Background: an optimization exercise with open tools, aiming at small area. Do not read the settings as production practice. In this exercise RTL edits were held to simulation tests only and were not proved equivalent to the original. The flow treats the clock pin as an ideal source, which a real chip does not have. Power figures rest on the tool's default switching activity, not on a simulated workload.

==> inputs of run G <==
==> flow/design.v <==
module timer_top (
    input  wire        sys_clk,
    input  wire        sys_rst_n,
    input  wire        tim_psel,
    input  wire        tim_pwrite,
    input  wire        tim_penable,
    input  wire [11:0] tim_paddr,
    input  wire [31:0] tim_pwdata,
    input  wire [3:0]  tim_pstrb,
    output wire        tim_pready,
    output wire [31:0] tim_prdata,
    output wire        tim_pslverr,
    output wire        tim_int,
    input  wire        dbg_mode
);
    reg  acc;
    wire sel_en = tim_psel & tim_penable;
    assign tim_pready = acc & sel_en;
    always @(posedge sys_clk) acc <= sel_en & ~acc;
    wire wr = tim_pready & tim_pwrite;
    wire       a_ok = (tim_paddr[11:5] == 7'd0) & (tim_paddr[1:0] == 2'd0);
    wire [2:0] ix   = tim_paddr[4:2];
    wire s_tcr   = a_ok & (ix == 3'd0);
    wire s_tdr0  = a_ok & (ix == 3'd1);
    wire s_tdr1  = a_ok & (ix == 3'd2);
    wire s_tcmp0 = a_ok & (ix == 3'd3);
    wire s_tcmp1 = a_ok & (ix == 3'd4);
    wire s_tier  = a_ok & (ix == 3'd5);
    wire s_tisr  = a_ok & (ix == 3'd6);
    wire s_thcsr = a_ok & (ix == 3'd7);
    reg        en, den;
    reg  [3:0] dv;
    reg [31:0] ncmp0, ncmp1;    
    reg        ie, hreq, st;
    reg [63:0] cnt;
    wire dv_bad = tim_pwdata[11] & (|tim_pwdata[10:8]);
    wire chg    = (tim_pstrb[0] & (tim_pwdata[1] ^ den)) |
                  (tim_pstrb[1] & (tim_pwdata[11:8] != dv));
    wire bad    = (en & chg) | (tim_pstrb[1] & dv_bad);
    wire w_tcr  = wr & s_tcr;
    assign tim_pslverr = w_tcr & bad;
    always @(posedge sys_clk or negedge sys_rst_n) begin
        if (!sys_rst_n) begin
            en  <= 1'b0;
            den <= 1'b0;
            dv  <= 4'd1;
        end else if (w_tcr & ~bad) begin
            if (tim_pstrb[0]) begin
                en  <= tim_pwdata[0];
                den <= tim_pwdata[1];
            end
            if (tim_pstrb[1]) dv <= tim_pwdata[11:8];
        end
    end
    integer b;
    always @(posedge sys_clk or negedge sys_rst_n) begin
        if (!sys_rst_n) begin
            ncmp0 <= 32'd0;
            ncmp1 <= 32'd0;
        end else begin
            for (b = 0; b < 4; b = b + 1) begin
                if (wr & s_tcmp0 & tim_pstrb[b]) ncmp0[8*b +: 8] <= ~tim_pwdata[8*b +: 8];
                if (wr & s_tcmp1 & tim_pstrb[b]) ncmp1[8*b +: 8] <= ~tim_pwdata[8*b +: 8];
            end
        end
    end
    always @(posedge sys_clk or negedge sys_rst_n) begin
        if (!sys_rst_n) begin
            ie   <= 1'b0;
            hreq <= 1'b0;
        end else begin
            if (wr & s_tier  & tim_pstrb[0]) ie   <= tim_pwdata[0];
            if (wr & s_thcsr & tim_pstrb[0]) hreq <= tim_pwdata[0];
        end
    end
    wire halt = hreq & dbg_mode;
    reg en_d;
    always @(posedge sys_clk) en_d <= en;
    wire clear = en_d & ~en;
    reg [7:0] pre;
    wire act = en & den;
    always @(posedge sys_clk) begin
        if (!act) pre <= 8'd0;
        else if (!halt) pre <= pre + 8'd1;
    end
    wire [7:0] mask;
    genvar k;
    generate
        for (k = 0; k < 8; k = k + 1) begin : g_mask
            assign mask[k] = (dv > k);
        end
    endgenerate
    wire lim = &(pre | ~mask);
    wire cnt_en = en & ~halt & (~den | lim);
    wire w0  = wr & s_tdr0;
    wire w1  = wr & s_tdr1;
    wire inc = cnt_en & ~w0 & ~w1;
    wire [7:0]  blk1, pblk, tblk;
    wire [63:0] tgl;
    genvar j;
    generate
        for (k = 0; k < 8; k = k + 1) begin : g_blk
            assign blk1[k] = &cnt[8*k +: 8];
            if (k == 0) begin : g_first
                assign pblk[k] = 1'b1;
            end else begin : g_next
                assign pblk[k] = pblk[k-1] & blk1[k-1];
            end
            assign tblk[k] = inc & pblk[k];
            for (j = 0; j < 8; j = j + 1) begin : g_bit
                if (j == 0) begin : g_lsb
                    assign tgl[8*k] = tblk[k];
                end else begin : g_up
                    assign tgl[8*k+j] = tgl[8*k+j-1] & cnt[8*k+j-1];
                end
            end
        end
    endgenerate
    wire [7:0]  bsel = {{4{w1}} & tim_pstrb, {4{w0}} & tim_pstrb} | {8{clear}};
    wire [31:0] wdat = tim_pwdata & {32{~clear}};
    always @(posedge sys_clk or negedge sys_rst_n) begin
        if (!sys_rst_n) begin
            cnt <= 64'd0;
        end else begin
            for (b = 0; b < 8; b = b + 1)
                cnt[8*b +: 8] <= bsel[b] ? wdat[8*(b%4) +: 8] : (cnt[8*b +: 8] ^ tgl[8*b +: 8]);
        end
    end
    wire match = &(cnt ^ {ncmp1, ncmp0});
    always @(posedge sys_clk or negedge sys_rst_n) begin
        if (!sys_rst_n) st <= 1'b0;
        else if (wr & s_tisr & tim_pwdata[0]) st <= 1'b0;
        else if (match) st <= 1'b1;
    end
    assign tim_int = st & ie;
    assign tim_prdata =
          ({32{s_tcr}}   & {20'd0, dv, 6'd0, den, en})
        | ({32{s_tdr0}}  & cnt[31:0])
        | ({32{s_tdr1}}  & cnt[63:32])
        | ({32{s_tcmp0}} & ~ncmp0)
        | ({32{s_tcmp1}} & ~ncmp1)
        | ({32{s_tier}}  & {31'd0, ie})
        | ({32{s_tisr}}  & {31'd0, st})
        | ({32{s_thcsr}} & {30'd0, halt, hreq});
endmodule
==> flow/flow/run.sh <==
#!/bin/bash
# Layout flow: the standard synthesis, then an area-oriented re-mapping
# of the combinational logic only (flip-flops, their names and cell types are
# kept), then the standard ORFS flow with small port buffers and a clock tree
# of small buffers.
set -euo pipefail
HERE=$(pwd)
RES=$HERE/orfs/results/sky130hd/timer_top/base
LIB=$FLOW_HOME/platforms/sky130hd/lib/sky130_fd_sc_hd__tt_025C_1v80.lib
export BUFFER_PORTS_ARGS="-buffer_cell sky130_fd_sc_hd__buf_1"
export CTS_ARGS="-sink_clustering_enable -repair_clock_nets -dont_use_dummy_load -buf_list sky130_fd_sc_hd__clkbuf_4"
export POST_CTS_TCL=$HERE/flow/post_cts.tcl

# 1. standard synthesis, up to the netlist
bash standard.sh $RES/1_2_yosys.v > synth.log 2>&1
cp $RES/1_2_yosys.v $HERE/netlist_standard.v

# 2. re-map the combinational logic
sed -e "s#@LIB@#$LIB#g" -e "s#@IN@#$HERE/netlist_standard.v#g" \
    -e "s#@OUT@#$HERE/netlist_remap.v#g" $HERE/flow/remap.ys > $HERE/remap_run.ys
yosys -s $HERE/remap_run.ys > remap.log 2>&1
cp $HERE/netlist_remap.v $RES/1_2_yosys.v
touch $RES/1_2_yosys.v

# 3. the rest of the standard flow
bash standard.sh > standard.log 2>&1
==> flow/flow/post_cts.tcl <==
estimate_parasitics -placement
set limit 0.09
set changed 0
foreach inst [get_cells -filter "ref_name == sky130_fd_sc_hd__clkbuf_4"] {
  set name [get_full_name $inst]
  set net [get_nets -of_objects [get_pins $name/X]]
  set worst 0
  foreach pin [get_pins -of_objects $net -filter "direction == input"] {
    if { [get_property $pin name] != "CLK" } { continue }
    set s [get_property $pin slew_max]
    if { $s > $worst } { set worst $s }
  }
  if { $worst > $limit } {
    replace_cell $inst sky130_fd_sc_hd__clkbuf_8
    incr changed
    puts "post_cts: upsized $name (slew [format %.3f $worst] ns)"
  }
}
puts "post_cts: upsized $changed clock buffers"
if { $changed > 0 } {
  detailed_placement
  check_placement -verbose
  estimate_parasitics -placement
}
==> flow/flow/remap.ys <==
# Re-map the combinational cells of the standard synthesis netlist for area.
# Flip-flop instances are kept as black boxes, so their names, cell types and
# connections do not change.
read_liberty -ignore_miss_func @LIB@
read_verilog @IN@
hierarchy -top timer_top
setattr -mod -set keep_hierarchy 1 sky130_fd_sc_hd__df*
flatten
hierarchy -top timer_top
blackbox sky130_fd_sc_hd__df*
opt -purge
abc -liberty @LIB@ -dont_use sky130_fd_sc_hd__probe_p_8 -dont_use sky130_fd_sc_hd__probec_p_8 -dont_use sky130_fd_sc_hd__lpflow_bleeder_1 -dont_use sky130_fd_sc_hd__lpflow_clkbufkapwr_1 -dont_use sky130_fd_sc_hd__lpflow_clkbufkapwr_16 -dont_use sky130_fd_sc_hd__lpflow_clkbufkapwr_2 -dont_use sky130_fd_sc_hd__lpflow_clkbufkapwr_4 -dont_use sky130_fd_sc_hd__lpflow_clkbufkapwr_8 -dont_use sky130_fd_sc_hd__lpflow_clkinvkapwr_1 -dont_use sky130_fd_sc_hd__lpflow_clkinvkapwr_16 -dont_use sky130_fd_sc_hd__lpflow_clkinvkapwr_2 -dont_use sky130_fd_sc_hd__lpflow_clkinvkapwr_4 -dont_use sky130_fd_sc_hd__lpflow_clkinvkapwr_8 -dont_use sky130_fd_sc_hd__lpflow_decapkapwr_12 -dont_use sky130_fd_sc_hd__lpflow_decapkapwr_3 -dont_use sky130_fd_sc_hd__lpflow_decapkapwr_4 -dont_use sky130_fd_sc_hd__lpflow_decapkapwr_6 -dont_use sky130_fd_sc_hd__lpflow_decapkapwr_8 -dont_use sky130_fd_sc_hd__lpflow_inputiso0n_1 -dont_use sky130_fd_sc_hd__lpflow_inputiso0p_1 -dont_use sky130_fd_sc_hd__lpflow_inputiso1n_1 -dont_use sky130_fd_sc_hd__lpflow_inputiso1p_1 -dont_use sky130_fd_sc_hd__lpflow_inputisolatch_1 -dont_use sky130_fd_sc_hd__lpflow_isobufsrc_1 -dont_use sky130_fd_sc_hd__lpflow_isobufsrc_16 -dont_use sky130_fd_sc_hd__lpflow_isobufsrc_2 -dont_use sky130_fd_sc_hd__lpflow_isobufsrc_4 -dont_use sky130_fd_sc_hd__lpflow_isobufsrc_8 -dont_use sky130_fd_sc_hd__lpflow_isobufsrckapwr_16 -dont_use sky130_fd_sc_hd__lpflow_lsbuf_lh_hl_isowell_tap_1 -dont_use sky130_fd_sc_hd__lpflow_lsbuf_lh_hl_isowell_tap_2 -dont_use sky130_fd_sc_hd__lpflow_lsbuf_lh_hl_isowell_tap_4 -dont_use sky130_fd_sc_hd__lpflow_lsbuf_lh_isowell_4 -dont_use sky130_fd_sc_hd__lpflow_lsbuf_lh_isowell_tap_1 -dont_use sky130_fd_sc_hd__lpflow_lsbuf_lh_isowell_tap_2 -dont_use sky130_fd_sc_hd__lpflow_lsbuf_lh_isowell_tap_4  -script "+strash;&get,-n;&st;&syn2;&dch,-f;&nf,-R,1000;&put"
opt_clean -purge
read_liberty -lib -ignore_redef @LIB@
hilomap -singleton -hicell sky130_fd_sc_hd__conb_1 HI -locell sky130_fd_sc_hd__conb_1 LO
insbuf -buf sky130_fd_sc_hd__buf_4 A X
splitnets
opt_clean -purge
hierarchy -top timer_top
tee -o remap_stat.txt stat -liberty @LIB@
check -assert -mapped
write_verilog -noattr -nohex -nodec @OUT@
==> flow/standard.sh <==
#!/bin/bash
# synth_recipe.tcl (not shown) runs the flow's synth.tcl, then flattens the netlist and writes it again
# the make line also repeats each setting of config.mk as NAME=value (left out here)
make -C /OpenROAD-flow-scripts/flow DESIGN_CONFIG=/design/flow/config.mk WORK_HOME=/design/flow/orfs CLKGATE_MAP_FILE= SYNTH_SCRIPT=/design/flow/synth_recipe.tcl "${@:-finish}"
==> flow/config.mk <==
export PLATFORM = sky130hd
export DESIGN_NAME = timer_top
export DESIGN_NICKNAME = timer_top
export VERILOG_FILES = /design/flow/design.v
export SDC_FILE = /design/flow/constraint.sdc
export NUM_CORES = 4
export LEC_CHECK = 0
export CAP_MARGIN = 20
export CORE_MARGIN = 2
export CORE_UTILIZATION = 65
export SLEW_MARGIN = 20
==> flow/constraint.sdc <==
create_clock -name core_clock -period 5.0 [get_ports {sys_clk}]
set_input_delay 1.0000 -clock core_clock [delete_from_list [all_inputs] [get_ports {sys_clk}]]
set_output_delay 1.0000 -clock core_clock [all_outputs]
set_load 0.01 [all_outputs]
==> inputs of run Z, as changes to run G <==
--- a/flow/design.v
+++ b/flow/design.v
@@ -29,7 +29,9 @@
     wire s_tisr  = a_ok & (ix == 3'd6);
     wire s_thcsr = a_ok & (ix == 3'd7);
     reg        en, den;
-    reg  [3:0] dv;
+    reg  [3:1] dv_hi;
+    reg        ndv0;        
+    wire [3:0] dv = {dv_hi, ~ndv0};
     reg [31:0] ncmp0, ncmp1;    
     reg        ie, hreq, st;
     reg [63:0] cnt;
@@ -43,13 +45,17 @@
         if (!sys_rst_n) begin
             en  <= 1'b0;
             den <= 1'b0;
-            dv  <= 4'd1;
+            dv_hi <= 3'd0;
+            ndv0  <= 1'b0;
         end else if (w_tcr & ~bad) begin
             if (tim_pstrb[0]) begin
                 en  <= tim_pwdata[0];
                 den <= tim_pwdata[1];
             end
-            if (tim_pstrb[1]) dv <= tim_pwdata[11:8];
+            if (tim_pstrb[1]) begin
+                dv_hi <= tim_pwdata[11:9];
+                ndv0  <= ~tim_pwdata[8];
+            end
         end
     end
     integer b;
--- a/flow/flow/post_cts.tcl
+++ b/flow/flow/post_cts.tcl
@@ -1,5 +1,5 @@
 estimate_parasitics -placement
-set limit 0.09
+set limit 0.105
 set changed 0
 foreach inst [get_cells -filter "ref_name == sky130_fd_sc_hd__clkbuf_4"] {
   set name [get_full_name $inst]
==> flow/flow/remap.ys (replaced) <==
# Re-map the combinational cells of the standard synthesis netlist for area.
# Flip-flop instances are kept as black boxes, so their names, cell types and
# connections do not change.
read_liberty -ignore_miss_func @LIB@
read_verilog @IN@
hierarchy -top timer_top
setattr -mod -set keep_hierarchy 1 sky130_fd_sc_hd__df*
flatten
hierarchy -top timer_top
blackbox sky130_fd_sc_hd__df*
opt -purge
abc -liberty @LIB@ -dont_use sky130_fd_sc_hd__probe_p_8 -dont_use sky130_fd_sc_hd__probec_p_8 -dont_use sky130_fd_sc_hd__lpflow_bleeder_1 -dont_use sky130_fd_sc_hd__lpflow_clkbufkapwr_1 -dont_use sky130_fd_sc_hd__lpflow_clkbufkapwr_16 -dont_use sky130_fd_sc_hd__lpflow_clkbufkapwr_2 -dont_use sky130_fd_sc_hd__lpflow_clkbufkapwr_4 -dont_use sky130_fd_sc_hd__lpflow_clkbufkapwr_8 -dont_use sky130_fd_sc_hd__lpflow_clkinvkapwr_1 -dont_use sky130_fd_sc_hd__lpflow_clkinvkapwr_16 -dont_use sky130_fd_sc_hd__lpflow_clkinvkapwr_2 -dont_use sky130_fd_sc_hd__lpflow_clkinvkapwr_4 -dont_use sky130_fd_sc_hd__lpflow_clkinvkapwr_8 -dont_use sky130_fd_sc_hd__lpflow_decapkapwr_12 -dont_use sky130_fd_sc_hd__lpflow_decapkapwr_3 -dont_use sky130_fd_sc_hd__lpflow_decapkapwr_4 -dont_use sky130_fd_sc_hd__lpflow_decapkapwr_6 -dont_use sky130_fd_sc_hd__lpflow_decapkapwr_8 -dont_use sky130_fd_sc_hd__lpflow_inputiso0n_1 -dont_use sky130_fd_sc_hd__lpflow_inputiso0p_1 -dont_use sky130_fd_sc_hd__lpflow_inputiso1n_1 -dont_use sky130_fd_sc_hd__lpflow_inputiso1p_1 -dont_use sky130_fd_sc_hd__lpflow_inputisolatch_1 -dont_use sky130_fd_sc_hd__lpflow_isobufsrc_1 -dont_use sky130_fd_sc_hd__lpflow_isobufsrc_16 -dont_use sky130_fd_sc_hd__lpflow_isobufsrc_2 -dont_use sky130_fd_sc_hd__lpflow_isobufsrc_4 -dont_use sky130_fd_sc_hd__lpflow_isobufsrc_8 -dont_use sky130_fd_sc_hd__lpflow_isobufsrckapwr_16 -dont_use sky130_fd_sc_hd__lpflow_lsbuf_lh_hl_isowell_tap_1 -dont_use sky130_fd_sc_hd__lpflow_lsbuf_lh_hl_isowell_tap_2 -dont_use sky130_fd_sc_hd__lpflow_lsbuf_lh_hl_isowell_tap_4 -dont_use sky130_fd_sc_hd__lpflow_lsbuf_lh_isowell_4 -dont_use sky130_fd_sc_hd__lpflow_lsbuf_lh_isowell_tap_1 -dont_use sky130_fd_sc_hd__lpflow_lsbuf_lh_isowell_tap_2 -dont_use sky130_fd_sc_hd__lpflow_lsbuf_lh_isowell_tap_4  -script "+strash;&get,-n;&st;&deepsyn,-T,60;&sopb;&dsdb;&dch,-f;&nf,-p,-R,1000;&put"
opt_clean -purge
read_liberty -lib -ignore_redef @LIB@
hilomap -singleton -hicell sky130_fd_sc_hd__conb_1 HI -locell sky130_fd_sc_hd__conb_1 LO
insbuf -buf sky130_fd_sc_hd__buf_4 A X
splitnets
opt_clean -purge
hierarchy -top timer_top
tee -o remap_stat.txt stat -liberty @LIB@
check -assert -mapped
write_verilog -noattr -nohex -nodec @OUT@
==> inputs of run X, as changes to run G <==
==> flow/flow/run.sh (replaced) <==
#!/bin/bash
# Standard ORFS layout with smaller port buffers and no CTS dummy loads.
set -e
cp standard.sh standard_sh_copy.txt
cp config.mk config_mk_copy.txt
export BUFFER_PORTS_ARGS="-buffer_cell sky130_fd_sc_hd__buf_1"
export CTS_ARGS="-sink_clustering_enable -repair_clock_nets -dont_use_dummy_load"
bash standard.sh > standard.log 2>&1
--- a/flow/config.mk
+++ b/flow/config.mk
@@ -7,5 +7,5 @@
 export LEC_CHECK = 0
 export CAP_MARGIN = 20
 export CORE_MARGIN = 2
-export CORE_UTILIZATION = 65
+export CORE_UTILIZATION = 40
 export SLEW_MARGIN = 20
removed: flow/flow/post_cts.tcl
removed: flow/flow/remap.ys
==> flow_metrics.py <==
metrics = {
    "outcome": {
        "status": "finished clean",
    },
    "power": {
        "p_total_mw": 2.30,
        "cellPowerDensity_nw_per_um2": 242,
        "p_sw_uw": 501,
    },
    "min_path": {
        "worstHoldEndpoint": "acc$_DFF_P_",
    },
    "worst_setup_path": {
        "crit_required_ns": 4.00,
        "critPathSlowestCell": "nand2_1",
    },
    "grt": {
        "gr-usage-met1": 0.322,
    },
    "finish": {
        "seq_share": 0.382,
        "drive_above_1_share": 0.0571,
    },
}
the above is filed under run X

==> flow_metrics.py <==
metrics = {
    "worst_setup_path": {
        "crit_required_ns": 4.00,
        "critPathSlowestCell": "nor3_1",
    },
    "grt": {
        "gr-usage-met1": 0.569,
    },
    "power": {
        "p_sw_uw": 441,
        "pwr-share-seq": 0.642,
        "cellPowerDensity_nw_per_um2": 217,
        "p_total_mw": 1.85,
    },
    "finish": {
        "seq_share": 0.426,
        "drive_above_1_share": 0.0315,
    },
    "outcome": {
        "status": "finished clean",
    },
}
the above is filed under run Z

==> flow_metrics.py <==
metrics = {
    "outcome": {
        "status": "finished clean",
    },
    "finish": {
        "seq_cell_count": 147,
        "diodes": 0,
        "final_core_util": 0.743,
        "seq_share": 0.422,
    },
    "worst_setup_path": {
        "crit_required_ns": 5.53,
        "critPathSlowestCell": "nor4_1",
    },
    "yosys": {
        "ys_warn_count": 1,
        "netlist_area_um2": 7770,
    },
    "flow_run": {
        "max_cap_violations": 0,
    },
    "grt": {
        "gr-usage-met1": 0.520,
    },
    "detailed_routing": {
        "wl_um": 24400,
        "vias_per_cell": 6.77,
    },
    "power": {
        "cellPowerDensity_nw_per_um2": 221,
        "seq_power_mw": 1.19,
        "p_total_mw": 1.90,
        "p_sw_uw": 438,
    },
    "min_path": {
        "worstHoldEndpoint": "acc$_DFF_P_",
    },
}
the above is filed under run G

[afterwards: timing with drivers on the ports]
The results above use ideal ports. As a check the final layouts listed here were re-extracted and re-timed, cells and wires unchanged. Step 1 assumes that a clkbuf_16 drives the clock port and a buf_2 every other input. Step 2 moves the port delays by t, midway between the first and last clock arrival at a register: inputs arrive t later, outputs are due t later. That takes back most of the time a late clock gives input paths. Three values: ideal ports, drivers, drivers and shift; two values: the first two.
| run | t, ns | slack for setup (ns) | hold WS [ns] | worst setup path at the end | worst slew at a driven data input, ns |
|---|---|---|---|---|---|
| run G | 0.632 | 0.746 / 0.746 / 0.155 | 0.425 / 0.425 / 0.425 | input to register | 0.05 |
| run Z | 0.627 | 0.611 / 0.592 / 0.592 | 0.377 / 0.363 / 0.415 | input to output | 0.03 |
| run X | 0.464 | 0.839 / 0.809 / 0.672 | 0.430 / 0.430 / 0.430 | input to register | 0.04 |
After both steps every run listed still meets setup and hold. For run G, which loses most, drivers alone change the setup slack by 0.000 ns; drivers and shift together by -0.591 ns.
